This design comes from an exercise in tuning for small area, a short achievable clock period and few clock cycles per item on the open sky130 flow, not from production work. Only simulation tests tie the RTL to the original design; equivalence was not proved.

// fft16
module fft16 (
    input  wire              clk,
    input  wire              rst_n,
    input  wire              start,
    input  wire signed [8:0] din_i,
    input  wire signed [8:0] din_q,
    output wire              ready,
    output wire              dout_valid,
    output wire signed [8:0] dout_i,
    output wire signed [8:0] dout_q
);
export LEC_CHECK = 0
export CAP_MARGIN = 20
export CORE_MARGIN = 2
export CORE_UTILIZATION = 70
export CTS_BUF_LIST = sky130_fd_sc_hd__clkbuf_16
export CTS_CLUSTER_DIAMETER = 100
export CTS_CLUSTER_SIZE = 30
export PLACE_DENSITY = 0.8
export SLEW_MARGIN = 20
create_clock -name core_clock -period 10.0 [get_ports {clk}]
standard.sh (not shown) runs the stock make flow with config.mk's settings and CLKGATE_MAP_FILE= SYNTH_SCRIPT=/design/flow/synth_recipe.tcl, a recipe that flattens the netlist after the stock synthesis.
==> flow/flow/run.sh <==
#!/bin/bash
# The standard layout (the standard.sh: unchanged synthesis and steps),
# with the port buffers made of sky130_fd_sc_hd__buf_2 cells instead of the
# delay-buffer cells buffer_ports picks by default, and timing repair asked
# to leave a setup margin of 6.9 ns (the clock period stays 10 ns).
export BUFFER_PORTS_ARGS="-buffer_cell sky130_fd_sc_hd__buf_2"
export SETUP_SLACK_MARGIN=6.9
bash standard.sh > standard.log 2>&1
Testbench counts at the start, summed over its fixed seeds: cycles 6,368, frames 384.
==> next run, changes <==
--- a/flow/config.mk
+++ b/flow/config.mk
@@ -8,8 +8,8 @@
 export CAP_MARGIN = 20
 export CORE_MARGIN = 2
-export CORE_UTILIZATION = 70
+export CORE_UTILIZATION = 65
 export CTS_BUF_LIST = sky130_fd_sc_hd__clkbuf_16
 export CTS_CLUSTER_DIAMETER = 100
 export CTS_CLUSTER_SIZE = 30
-export PLACE_DENSITY = 0.8
+export PLACE_DENSITY = 0.75
 export SLEW_MARGIN = 20
The new run completed without violations.
Count of clock-buffer cells in the layout shrinks by 1.
Sequential share of layout area stays flat.
Worst hold slack gets better by 0.033 ns.
Worst setup slack gets better by 0.040 ns.
Via count shrinks slightly.
Final cell count grows slightly.
Design area barely changes.
==> next run, changes <==
--- a/flow/config.mk
+++ b/flow/config.mk
@@ -10,6 +10,6 @@
 export CORE_UTILIZATION = 65
 export CTS_BUF_LIST = sky130_fd_sc_hd__clkbuf_16
-export CTS_CLUSTER_DIAMETER = 100
-export CTS_CLUSTER_SIZE = 30
+export CTS_CLUSTER_DIAMETER = 80
+export CTS_CLUSTER_SIZE = 24
 export PLACE_DENSITY = 0.75
 export SLEW_MARGIN = 20
Register-to-register slack degrades by 0.02 ns. Utilization went up by 0.66 points. Count of clock-buffer cells in the layout went up by 13. First-iteration DRC count went down by 3.5%. Design area went up by 0.94%.
==> next run, changes <==
--- a/flow/config.mk
+++ b/flow/config.mk
@@ -6,10 +6,11 @@
 export NUM_CORES = 4
 export LEC_CHECK = 0
+export ABC_CLOCK_PERIOD_IN_PS = 3000
 export CAP_MARGIN = 20
 export CORE_MARGIN = 2
 export CORE_UTILIZATION = 65
 export CTS_BUF_LIST = sky130_fd_sc_hd__clkbuf_16
-export CTS_CLUSTER_DIAMETER = 80
-export CTS_CLUSTER_SIZE = 24
+export CTS_CLUSTER_DIAMETER = 100
+export CTS_CLUSTER_SIZE = 30
 export PLACE_DENSITY = 0.75
 export SLEW_MARGIN = 20
Effect: Flip-flop and latch count does not change; synthesized cell count does not change; critical path depth stays the same.

---

fft16, a different RTL version from the one above (not shown whole).
Size in the first run: roughly 660 flip-flops, roughly 41 I/O pins, ~0.039 sq mm of cells after synthesis.
clock: 10.0 ns
lec_check: 0
cap_margin: 20
core_margin: 2
core_utilization: 40
cts_buf_list: sky130_fd_sc_hd__clkbuf_8
cts_cluster_diameter: 60
cts_cluster_size: 16
slew_margin: 20
==> flow/flow/run.sh <==
#!/bin/bash
# The standard layout (the standard.sh: unchanged synthesis and steps),
# with the port buffers made of sky130_fd_sc_hd__buf_2 cells instead of the
# delay-buffer cells buffer_ports picks by default, and timing repair asked
# to leave a setup margin of 7.2 ns (the clock period stays 10 ns).
export BUFFER_PORTS_ARGS="-buffer_cell sky130_fd_sc_hd__buf_2"
export SETUP_SLACK_MARGIN=7.2
bash standard.sh > standard.log 2>&1
Testbench counts at the start, summed over its fixed seeds: cycles 6,368, frames 384.
Edit:
==> flow/flow/run.sh (replaced) <==
#!/bin/bash
# The standard layout (the standard.sh: unchanged synthesis and steps),
# with the port buffers made of sky130_fd_sc_hd__buf_2 cells instead of the
# delay-buffer cells buffer_ports picks by default, and timing repair asked
# to leave a setup margin of 6.9 ns (the clock period stays 10 ns).
export BUFFER_PORTS_ARGS="-buffer_cell sky130_fd_sc_hd__buf_2"
export SETUP_SLACK_MARGIN=6.9
bash standard.sh > standard.log 2>&1
Result:
- The changed run finished with timing, DRC and antenna clean
- maximum frequency decreases by 1.7%
- die area is unchanged
- design area drops by 4.7%
- non-clock buffer count goes down by 82
- utilization came out lower by 2.2 points
- global-route usage drops by 0.65 points
- register-to-register slack loses 0.096 ns
- worst hold slack is worse by 0.016 ns
- setup slack loses 0.055 ns
Edit:
==> flow/flow/run.sh (replaced) <==
#!/bin/bash
# The standard layout (the standard.sh, unchanged synthesis and steps),
# with the port buffers made of sky130_fd_sc_hd__buf_2 cells instead of the
# delay-buffer cells buffer_ports picks by default.
export BUFFER_PORTS_ARGS="-buffer_cell sky130_fd_sc_hd__buf_2"
bash standard.sh > standard.log 2>&1
CTS_BUF_LIST = default   (was sky130_fd_sc_hd__clkbuf_8)
CTS_CLUSTER_DIAMETER = default   (was 60)
CTS_CLUSTER_SIZE = default   (was 16)
Global-route usage is about the same.
Worst hold slack gets better by 0.018 ns.

---

Another version of the RTL of fft16 (not shown whole).
Size: roughly 4,100 cells after synthesis, about 660 flip-flops.
==> flow/config.mk <==
export PLATFORM = sky130hd
export DESIGN_NAME = fft16
export DESIGN_NICKNAME = fft16
export VERILOG_FILES = /design/flow/design.v
export SDC_FILE = /design/flow/constraint.sdc
export NUM_CORES = 4
export LEC_CHECK = 0
export CAP_MARGIN = 20
export CORE_MARGIN = 2
export CORE_UTILIZATION = 75
export CTS_BUF_LIST = sky130_fd_sc_hd__clkbuf_16
export CTS_CLUSTER_DIAMETER = 100
export CTS_CLUSTER_SIZE = 30
export PLACE_DENSITY = 0.85
export SLEW_MARGIN = 20
==> flow/constraint.sdc <==
create_clock -name core_clock -period 10.0 [get_ports {clk}]
set_input_delay 2.0000 -clock core_clock [delete_from_list [all_inputs] [get_ports {clk}]]
set_output_delay 2.0000 -clock core_clock [all_outputs]
set_load 0.01 [all_outputs]
==> flow/flow/run.sh <==
#!/bin/bash
# The standard layout (the standard.sh: unchanged synthesis and steps),
# with the port buffers made of sky130_fd_sc_hd__buf_2 cells instead of the
# delay-buffer cells buffer_ports picks by default, and timing repair asked
# to leave a setup margin of 6.9 ns (the clock period stays 10 ns).
export BUFFER_PORTS_ARGS="-buffer_cell sky130_fd_sc_hd__buf_2"
export SETUP_SLACK_MARGIN=6.9
bash standard.sh > standard.log 2>&1
Testbench counts at the start, summed over its fixed seeds: cycles 6,368, frames 384.
Next try:
CORE_UTILIZATION = 65   (was 75)
CTS_BUF_LIST = sky130_fd_sc_hd__clkbuf_8 sky130_fd_sc_hd__clkbuf_16   (was sky130_fd_sc_hd__clkbuf_16)
CTS_CLUSTER_DIAMETER = 60   (was 100)
CTS_CLUSTER_SIZE = 16   (was 30)
PLACE_DENSITY = 0.75   (was 0.85)
What happened:
- The new run finished clean
- count of clock-buffer cells in the layout came out higher by 29
- via count came out lower by 1.9%
- routed wire length came out lower by 1.5%
- global-route usage came out lower by 3.7 points
- utilization came out lower by 9.0 points
- setup slack improved by 0.042 ns
- design area came out higher by 2.6%
Next try:
CORE_UTILIZATION = 55   (was 65)
PLACE_DENSITY = default   (was 0.75)
The new run finished clean.
Flip-flop and latch count does not change.
Register-to-register slack gains 0.04 ns.
Critical path depth stays the same.

-- re-timing with driven ports --
The flow's constraints put no driver on any port. The routed layouts listed below were extracted and timed again, unchanged, in two steps.
Step 1 assumes that a clkbuf_16 drives the clock port and a buf_2 every other input.
Step 2 adds t to the input delays and takes it off the output delays; t is the mean of the earliest and latest rising clock arrival at the registers after step 1. Input paths then give back, and output paths get back, about the clock's delay inside the block.
Three values: no drivers, after step 1, after step 2; two values: the first two.
run	t, ns	setup slack, ns	clock arrival spread, ns
the first run of note 1	0.678	6.840 / 6.830 / 6.840	0.049 / 0.049
the second run of note 1	0.670	6.880 / 6.816 / 6.986	0.029 / 0.030
the third run of note 1	0.652	6.906 / 6.843 / 6.970	0.031 / 0.032
the fourth run of note 1	0.670	6.880 / 6.816 / 6.986	0.029 / 0.030
the first run of note 2	0.734	6.808 / 6.750 / 6.848	0.048 / 0.048
the second run of note 2	0.768	6.754 / 6.699 / 6.754	0.063 / 0.063
the third run of note 2	0.682	5.777 / 5.777 / 5.777	0.023 / 0.024
the first run of note 3	0.681	6.882 / 6.822 / 6.917	0.048 / 0.048
the second run of note 3	0.680	6.924 / 6.863 / 6.946	0.021 / 0.021
the third run of note 3	0.691	6.867 / 6.804 / 6.990	0.028 / 0.028
After both steps every run listed still meets setup and hold.
